This design comes from an exercise in tuning for small area and a short achievable clock period on the open sky130 flow, not from production work.
RTL that was checked went through simulation tests only; none was proved equivalent to the original.
Power is estimated from default activity; no workload was simulated.

== P ==
==> flow/design.v (excerpt) <==
module fifo
#(
parameter DATA_WIDTH = 8,
parameter ADDR_WIDTH = 6
)(
input                          rst_n,
input                          clk,
input                          push,
input                          pop,
input      [DATA_WIDTH -1 : 0] data_in,
output reg [DATA_WIDTH -1 : 0] data_out,
output reg                     empty,
output                         full,
output     [DATA_WIDTH -1 : 0] fifo_counter
);
clock: 2.8 ns
lec_check: 0
cap_margin: 20
core_margin: 2
core_utilization: 65
cts_buf_list: sky130_fd_sc_hd__clkbuf_4 sky130_fd_sc_hd__clkbuf_8
cts_cluster_diameter: 60
cts_cluster_size: 15
place_density: 0.75
setup_slack_margin: 0.9
slew_margin: 20
standard.sh (not shown) runs the stock make flow with config.mk's settings and CLKGATE_MAP_FILE= SYNTH_SCRIPT=/design/flow/synth_recipe.tcl, a recipe that flattens the netlist after the stock synthesis.
==> flow/flow/run.sh <==
#!/bin/bash
# Standard ORFS layout with fast port buffers (buf_4) instead of the
# default choice.
set -euo pipefail
bash standard.sh "BUFFER_PORTS_ARGS=-buffer_cell sky130_fd_sc_hd__buf_4" finish > standard.log 2>&1
### P -> Q
Settings: SLEW_MARGIN now 70, was 20.
Results
- Q: critical path depth 1 above P
- Relative to P, the design area of Q is higher by about 1%.
- Of the two values seen for path type of the worst min-delay path, input pin to async pin was produced by P and input pin to register by Q.
- Q against P: wire length of the first global-routing pass shows an increase of 1300 um; number of antenna violations at the first check in global routing flat; worst setup slack grew by 0.0074 ns.
- Fraction of power consumed by combinational cells is higher on Q
No functional check of the RTL was part of any run of this note.

fifo, a different RTL version from the one above (not shown whole).
For scale: roughly 540 flip-flops, roughly 30 I/O pins.
==> flow/config.mk <==
export PLATFORM = sky130hd
export DESIGN_NAME = fifo
export DESIGN_NICKNAME = fifo
export VERILOG_FILES = /design/flow/design.v
export SDC_FILE = /design/flow/constraint.sdc
export NUM_CORES = 4
export LEC_CHECK = 0
export CAP_MARGIN = 20
export CORE_MARGIN = 2
export CORE_UTILIZATION = 65
export CTS_BUF_LIST = sky130_fd_sc_hd__clkbuf_4 sky130_fd_sc_hd__clkbuf_8
export CTS_CLUSTER_DIAMETER = 60
export CTS_CLUSTER_SIZE = 15
export GPL_TIMING_DRIVEN = 0
export PLACE_DENSITY = 0.75
export SETUP_SLACK_MARGIN = 0.9
export SLEW_MARGIN = 20
==> flow/constraint.sdc <==
create_clock -name core_clock -period 2.8 [get_ports {clk}]
set_input_delay 0.5600 -clock core_clock [delete_from_list [all_inputs] [get_ports {clk}]]
set_output_delay 0.5600 -clock core_clock [all_outputs]
set_load 0.01 [all_outputs]
==> flow/flow/run.sh <==
#!/bin/bash
# Standard ORFS layout with fast port buffers (buf_4) instead of the
# default choice, and a clock tree without dummy loads.
set -euo pipefail
bash standard.sh "BUFFER_PORTS_ARGS=-buffer_cell sky130_fd_sc_hd__buf_4" \
  "CTS_ARGS=-sink_clustering_enable -repair_clock_nets -sink_clustering_size 15 -sink_clustering_max_diameter 60 -buf_list {sky130_fd_sc_hd__clkbuf_4 sky130_fd_sc_hd__clkbuf_8} -dont_use_dummy_load" \
  finish > standard.log 2>&1
The baseline ran to the end with no violations.
==> next run, changes <==
==> flow/flow/run.sh (replaced) <==
#!/bin/bash
# Standard ORFS layout, but let the resizer swap cells across footprints so
# the port buffers (which start as delay cells) can be resized to fast ones.
set -euo pipefail
bash standard.sh MATCH_CELL_FOOTPRINT=0 finish > standard.log 2>&1
Settings changed: GPL_TIMING_DRIVEN 0 to not set.
Result:
- The new run went through all stages and came out clean
- core utilization drops by 3.7 points
- routed wire length drops by 22%
- combinational power drops by 47%
- area after synthesis stays the same
- cell area drops by 4.8%
- synthesized cell count stays the same
==> next run, changes <==
==> flow/flow/run.sh (replaced) <==
#!/bin/bash
# Standard ORFS layout with fast port buffers (buf_4) instead of the
# default choice, and a clock tree without dummy loads.
set -euo pipefail
bash standard.sh "BUFFER_PORTS_ARGS=-buffer_cell sky130_fd_sc_hd__buf_4" \
  "CTS_ARGS=-sink_clustering_enable -repair_clock_nets -sink_clustering_size 20 -sink_clustering_max_diameter 50 -buf_list {sky130_fd_sc_hd__clkbuf_4 sky130_fd_sc_hd__clkbuf_8} -dont_use_dummy_load" \
  finish > standard.log 2>&1
Settings changed: ABC_CLOCK_PERIOD_IN_PS set to 1500.
What happened: The new run finished with timing, DRC and antenna clean; synthesized cell count stays the same; critical path depth stays the same; maximum frequency increases by 6.3%.
==> next run, changes <==
Settings changed: ABC_CLOCK_PERIOD_IN_PS 1500 to not set.
What happened: The changed run finished with timing, DRC and antenna clean. Utilization stays the same. Total power is unchanged. Sequential power hardly moves. Final area is unchanged. Cell count is unchanged. Die area is unchanged.

[port drivers added, routing unchanged]
No port has a modelled driver above. Below, the same layouts with a new extraction and two added sets of constraints.
Step 1 sets driving cells, clkbuf_16 on the clock port and buf_2 on the other inputs (assumed; they add their load-dependent delay and slew).
Step 2 moves the port delays by t, midway between the first and last clock arrival at a register: inputs arrive t later, outputs are due t later. That takes back most of the time a late clock gives input paths.
Slacks: ideal / step 1 / step 2; pairs: ideal / step 1.
run | t (ns) | setup WS [ns] | worst setup path at the end | worst slew at a driven data input, ns | cell pins on the clock port's net
P | 0.620 | 0.915 / 0.908 / 0.656 | input to register | 0.04 | 1
Q | 0.622 | 0.923 / 0.898 / 0.611 | input to register | 0.03 | 1
the first run of note 2 | 0.619 | 0.727 / 0.683 / 0.386 | input to register | 0.03 | 1
the second run of note 2 | 0.617 | 0.803 / 0.803 / 0.372 | input to register | 0.03 | 1
the third run of note 2 | 0.606 | 0.921 / 0.921 / 0.712 | input to register | 0.03 | 1
the fourth run of note 2 | 0.606 | 0.921 / 0.921 / 0.712 | input to register | 0.03 | 1
After both steps setup and hold are still met in every run listed. The setup slack of the second run of note 2, which loses most, moves by 0.000 ns with the drivers and by -0.431 ns with both steps.
